From an optimization exercise on the open Yosys and OpenROAD flow, aimed at a short achievable clock period and few clock cycles; shortcuts taken in it are not production practice. At most, simulation tests tie the RTL to the original design; equivalence was not proved. No activity file was given, so power comes from the tool's default toggle rates.

job 4522:
## MIPS_Pipe
module MIPS_Pipe (
    input  clk, reset,
    input  [31:0] imem_rdata,
    input  [31:0] dmem_rdata,
    output [31:0] imem_addr,
    output [31:0] dmem_addr,
    output [31:0] dmem_wdata,
    output dmem_we
);
For scale: roughly 9000 cells after synthesis, roughly 160 I/O pins, ~0.12 mm^2 of cells after synthesis.
==> flow/config.mk <==
export PLATFORM = sky130hd
export DESIGN_NAME = MIPS_Pipe
export DESIGN_NICKNAME = MIPS_Pipe
export VERILOG_FILES = /design/flow/design.v
export SDC_FILE = /design/flow/constraint.sdc
export NUM_CORES = 8
export LEC_CHECK = 0
export CAP_MARGIN = 20
export CORE_MARGIN = 2
export CORE_UTILIZATION = 42
export CTS_CLUSTER_DIAMETER = 60
export CTS_CLUSTER_SIZE = 20
export SLEW_MARGIN = 20
export SYNTH_HIERARCHICAL = 1
==> flow/constraint.sdc <==
create_clock -name core_clock -period 12.0 [get_ports {clk}]
set_input_delay 2.4000 -clock core_clock [delete_from_list [all_inputs] [get_ports {clk}]]
set_output_delay 2.4000 -clock core_clock [all_outputs]
set_load 0.01 [all_outputs]
standard.sh (not shown) runs the stock make flow with config.mk's settings and CLKGATE_MAP_FILE= SYNTH_SCRIPT=/design/flow/synth_recipe.tcl, a recipe that flattens the netlist after the stock synthesis.
==> flow/flow/run.sh <==
#!/bin/bash
set -euo pipefail
MARGIN=$(cat flow/setup_margin)
bash standard.sh SETUP_SLACK_MARGIN="$MARGIN" finish > flow_make.log 2>&1
==> flow/flow/setup_margin <==
8.5
Looking at the reports, job 4522 completed the entire flow and the layout it produced met the timing, design-rule and antenna checks.
Testbench counts of job 4522, summed over its fixed seeds: cycles 115,533.
Changes in job 2825 relative to job 4522:
Settings: a change of CORE_UTILIZATION from 42 to 50.
[summary]
Diff job 2825..job 4522 | highest attainable clock frequency | negligible. Compare job 2825 and job 4522 | critical path depth lower: job 4522. | data required time at the worst endpoint | higher: job 2825 |. As far as final period utilization is concerned, job 2825 and job 4522 perform about the same. In the tables for job 2825 and job 4522, fraction of area in multi-input gates reads higher with job 2825. Against job 4522, die area in job 2825 fell by more than 10%. Static leakage power across job 2825 and job 4522: no real change. Diff job 4522..job 2825 | residual antenna-violating net count after detailed routing | unchanged. The run showing the greater clock network fraction of total power is job 2825.


Setup of try-tundra:
Another version of the RTL of MIPS_Pipe (not shown whole).
For scale: ~160 I/O pins.
// MIPS_Pipe
module MIPS_Pipe (
    input  clk, reset,
    input  [31:0] imem_rdata,
    input  [31:0] dmem_rdata,
    output [31:0] imem_addr,
    output [31:0] dmem_addr,
    output [31:0] dmem_wdata,
    output dmem_we
);
genvar k;
reg  [31:0] pc_f;
wire [31:0] pc_in;
wire [31:0] pc_in_o;
dff #(.W(32)) pc_out (.clk(clk), .d(pc_in_o), .q(imem_addr));
reg z, boot;
always @(posedge clk) z <= ~reset;
always @(posedge clk or negedge reset)
    if (!reset) boot <= 1'b1;
    else boot <= 1'b0;
wire fetch_ok = ~boot | z;
reg        btb_v   [0:15];
reg  [5:0] btb_tag [0:15];
reg  [9:0] btb_tgt [0:15];
reg        upd_v, upd_t;
reg  [3:0] upd_idx;
reg  [5:0] upd_tag;
reg  [9:0] upd_tgt;
wire [3:0]  f_idx  = pc_f[5:2];
wire        j_f    = (imem_rdata[31:26] == 6'b000010);
wire        f_hit;
wire [9:0]  btgt_f;
wire [15:0] btb_vv;
wire [95:0] btb_tags;
wire [159:0] btb_tgts;
generate for (k = 0; k < 16; k = k + 1) begin : btbw
    assign btb_vv[k] = btb_v[k];
    assign btb_tags[6*k+5:6*k] = btb_tag[k];
    assign btb_tgts[10*k+9:10*k] = btb_tgt[k];
end endgenerate
btb_lookup btb_lk (.pc(pc_f[11:2]), .v(btb_vv), .tags(btb_tags), .tgts(btb_tgts),
                   .hit(f_hit), .tgt(btgt_f));
wire [31:0] pcp4_f;
inc4 inc_f (.a(pc_f), .y(pcp4_f));
wire [31:0] jt_f   = {pcp4_f[31:28], imem_rdata[25:0], 2'b00};
wire [31:0] btb_pc_f = {pc_f[31:12], btgt_f, 2'b00};
wire        predt_f = f_hit & ~j_f;
wire [29:0] immp1_f = {{14{imem_rdata[15]}}, imem_rdata[15:0]} + 30'd1;
wire [31:0] immx_f  = {immp1_f, 2'b00};
wire [5:0]  op_f  = imem_rdata[31:26];
wire [5:0]  fn_f  = imem_rdata[5:0];
wire is_r_f    = (op_f == 6'b000000);
wire is_addi_f = (op_f == 6'b001000);
wire is_lw_f   = (op_f == 6'b100011);
wire is_sw_f   = (op_f == 6'b101011);
wire is_beq_f  = (op_f == 6'b000100);
wire use_imm_f = is_addi_f | is_lw_f | is_sw_f;
wire [4:0] dst_f = is_r_f ? imem_rdata[15:11] : imem_rdata[20:16];
wire [18:0] dec_f = {
    is_r_f & (fn_f == 6'b011100),                        
    is_r_f & (fn_f == 6'b101010),                        
    is_r_f & (fn_f == 6'b100101),                        
    is_r_f & (fn_f == 6'b100100),                        
    is_r_f & (fn_f == 6'b100010),                        
    use_imm_f | (is_r_f & (fn_f == 6'b100000)),          
    dst_f,                                               
  ...
==> flow/config.mk <==
export PLATFORM = sky130hd
export DESIGN_NAME = MIPS_Pipe
export DESIGN_NICKNAME = MIPS_Pipe
export VERILOG_FILES = /design/flow/design.v
export SDC_FILE = /design/flow/constraint.sdc
export NUM_CORES = 8
export LEC_CHECK = 0
export CAP_MARGIN = 20
export CORE_MARGIN = 2
export CORE_UTILIZATION = 46
export CTS_CLUSTER_DIAMETER = 60
export CTS_CLUSTER_SIZE = 20
export SLEW_MARGIN = 20
export SYNTH_HIERARCHICAL = 1
==> flow/constraint.sdc <==
create_clock -name core_clock -period 12.0 [get_ports {clk}]
set_input_delay 2.4000 -clock core_clock [delete_from_list [all_inputs] [get_ports {clk}]]
set_output_delay 2.4000 -clock core_clock [all_outputs]
set_load 0.01 [all_outputs]
==> flow/flow/run.sh <==
#!/bin/bash
set -euo pipefail
MARGIN=$(cat flow/setup_margin)
RES=orfs/results/${FLOW_PLATFORM}/MIPS_Pipe/base
bash standard.sh SETUP_SLACK_MARGIN="$MARGIN" 3_3_place_gp > flow_make_place.log 2>&1
openroad -no_init -exit -threads "${NUM_CORES:-8}" flow/move_out_regs.tcl > flow_move_out_regs.log 2>&1
bash standard.sh SETUP_SLACK_MARGIN="$MARGIN" > flow_make_rest.log 2>&1
==> flow/flow/move_out_regs.tcl <==
# Move each flip-flop that drives an output port's buffer next to that buffer.
set odb orfs/results/$::env(FLOW_PLATFORM)/MIPS_Pipe/base/3_3_place_gp.odb
read_db $odb
set block [ord::get_db_block]
set core [$block getCoreArea]
set cx [expr {([$core xMin] + [$core xMax]) / 2}]
set cy [expr {([$core yMin] + [$core yMax]) / 2}]
set moved 0
foreach bt [$block getBTerms] {
  if {[$bt getIoType] ne "OUTPUT"} { continue }
  set net [$bt getNet]
  set buf ""
  foreach it [$net getITerms] { if {[$it isOutputSignal]} { set buf [$it getInst] } }
  if {$buf eq ""} { continue }
  set innet ""
  foreach it [$buf getITerms] { if {[$it isInputSignal]} { set innet [$it getNet] } }
  if {$innet eq ""} { continue }
  set ff ""
  set nload 0
  foreach it [$innet getITerms] {
    if {[$it isOutputSignal]} { set ff [$it getInst] } else { incr nload }
  }
  if {$ff eq "" || $nload != 1} { continue }
  if {![string match "*df*" [[$ff getMaster] getName]]} { continue }
  set loc [$buf getLocation]
  set x [lindex $loc 0]
  set y [lindex $loc 1]
  # a few microns from the buffer, towards the core centre
  set dx [expr {$cx > $x ? 3000 : -3000}]
  set dy [expr {$cy > $y ? 3000 : -3000}]
  $ff setLocation [expr {$x + $dx}] [expr {$y + $dy}]
  $ff setPlacementStatus PLACED
  incr moved
  puts "moved [$ff getName] next to [$buf getName] for [$bt getName]"
}
puts "moved $moved flip-flops"
write_db $odb
Scripts as last shown in full above: flow/flow/setup_margin
--- input diff try-tundra..try-willow ---
- CORE_UTILIZATION: 46 -> 50
==> flow/flow/run.sh <==
#!/bin/bash
set -euo pipefail
MARGIN=$(cat flow/setup_margin)
CTSD=$(cat flow/cts_buf_distance)
RES=orfs/results/${FLOW_PLATFORM}/MIPS_Pipe/base
bash standard.sh SETUP_SLACK_MARGIN="$MARGIN" CTS_BUF_DISTANCE="$CTSD" 3_3_place_gp > flow_make_place.log 2>&1
openroad -no_init -exit -threads "${NUM_CORES:-8}" flow/move_out_regs.tcl > flow_move_out_regs.log 2>&1
bash standard.sh SETUP_SLACK_MARGIN="$MARGIN" CTS_BUF_DISTANCE="$CTSD" > flow_make_rest.log 2>&1
==> flow/flow/cts_buf_distance (new file) <==
150
==> results.txt <==
try-willow finished end to end and its layout was clean on timing, DRC and antenna. Compared with try-tundra, try-willow shows a higher clock-buffer cell count. Taking try-tundra as the reference, in try-willow number of multi-input combinational cells essentially unchanged, number of filler cells placed in the layout decreased 11%. [try-willow vs try-tundra] total length of routed wires: lower in try-willow. try-willow vs. try-tundra: clock skew saw an increase, number of standard cells in the layout, taps in and fillers out saw a decrease.
The inputs of try-violet differ from those of try-willow as listed below.
==> flow/flow/run.sh <==
#!/bin/bash
set -euo pipefail
MARGIN=$(cat flow/setup_margin)
RES=orfs/results/${FLOW_PLATFORM}/MIPS_Pipe/base
bash standard.sh SETUP_SLACK_MARGIN="$MARGIN" 3_3_place_gp > flow_make_place.log 2>&1
openroad -no_init -exit -threads "${NUM_CORES:-8}" flow/move_out_regs.tcl > flow_move_out_regs.log 2>&1
bash standard.sh SETUP_SLACK_MARGIN="$MARGIN" > flow_make_rest.log 2>&1
removed: flow/flow/cts_buf_distance
## What came out
- The final layouts of try-violet and try-willow pass the timing, design-rule and antenna checks.
- For area taken by flip-flops and latches, try-willow and try-violet come out practically identical.
- On count of placed standard cells in the final layout, fillers left out: try-violet sits below try-willow.
- Measured against each other, try-violet and try-willow differ in wire length of the first global-routing pass, the lower figure coming from try-violet.
Function was not checked in any run of this note: the RTL went through the layout flow alone.


== the reference run ==
Another version of the RTL of MIPS_Pipe (not shown whole).
Size: about 13000 cells after synthesis, about 160 I/O pins, ~0.15 mm^2 of cells after synthesis.
clock: 12.0 ns
lec_check: 0
cap_margin: 20
core_margin: 2
core_utilization: 50
cts_cluster_diameter: 80
cts_cluster_size: 24
slew_margin: 20
synth_hierarchical: 1
==> flow/flow/run.sh <==
#!/bin/bash
set -euo pipefail
MARGIN=$(cat flow/setup_margin)
CTSD=$(cat flow/cts_buf_distance)
RES=orfs/results/${FLOW_PLATFORM}/MIPS_Pipe/base
bash standard.sh SETUP_SLACK_MARGIN="$MARGIN" CTS_BUF_DISTANCE="$CTSD" 3_3_place_gp > flow_make_place.log 2>&1
openroad -no_init -exit -threads "${NUM_CORES:-8}" flow/move_out_regs.tcl > flow_move_out_regs.log 2>&1
bash standard.sh SETUP_SLACK_MARGIN="$MARGIN" CTS_BUF_DISTANCE="$CTSD" > flow_make_rest.log 2>&1
==> flow/flow/cts_buf_distance <==
200
Scripts as last shown in full above: flow/flow/move_out_regs.tcl, flow/flow/setup_margin
Testbench counts of the reference run, summed over its fixed seeds: cycles 105,474.
--- input diff the reference run..the trial run ---
- CTS_CLUSTER_DIAMETER now 60, was 80
- CTS_CLUSTER_SIZE now 20, was 24
==> flow/flow/cts_buf_distance <==
150
==> comparison <==
- Route | the trial run vs the reference run | wire longer in the trial run
- Clock buffer count from CTS for the trial run: about 45% up relative to the reference run
- Going from the reference run to the trial run, pin slew with the least headroom to its limit lost 3.6 ps; final non-filler cell area picked up an extra 1.7%; sequential share of layout area lost 0.71 points.
- The power in the reference run is 0.930 times that in the trial run.
- Between the trial run and the reference run, the setup slack of the critical path after layout is lower for the trial run.
- On flip-flop and latch area, the trial run and the reference run are neck and neck.
- Relative to the reference run, count of non-filler cells in the finished layout increased by 135 in the trial run.

-- static timing again, ports no longer ideal --
No port has a modelled driver above. Below, the same layouts with a new extraction and two added sets of constraints. Step 1, drivers: a clkbuf_16 drives clk and a buf_2 each remaining input, both assumed. Step 2 times the ports against the registers' clock, not the clock port: input delays grow and output delays shrink by t, the midpoint of the rising clock arrivals with the driver on. Slacks: no drivers / after step 1 / after step 2; pairs: no drivers / after step 1.
| run | shift t [ns] | setup slack, ns | pins driven straight from the clock port |
|---|---|---|---|
| job 4522 | 0.971 | 8.182 / 8.078 / 7.370 | 1 |
| job 2825 | 0.914 | 8.188 / 8.141 / 7.321 | 1 |
| try-tundra | 1.012 | 8.157 / 8.050 / 7.332 | 1 |
| try-willow | 0.904 | 8.216 / 8.115 / 7.466 | 1 |
| try-violet | 0.980 | 8.152 / 8.054 / 7.282 | 1 |
| the reference run | 0.960 | 8.209 / 8.103 / 7.355 | 1 |
| the trial run | 1.068 | 8.115 / 8.018 / 7.307 | 1 |
After both steps every run listed still meets setup and hold. For try-violet, which loses most, drivers alone change the setup slack by -0.098 ns; drivers and shift together by -0.870 ns.
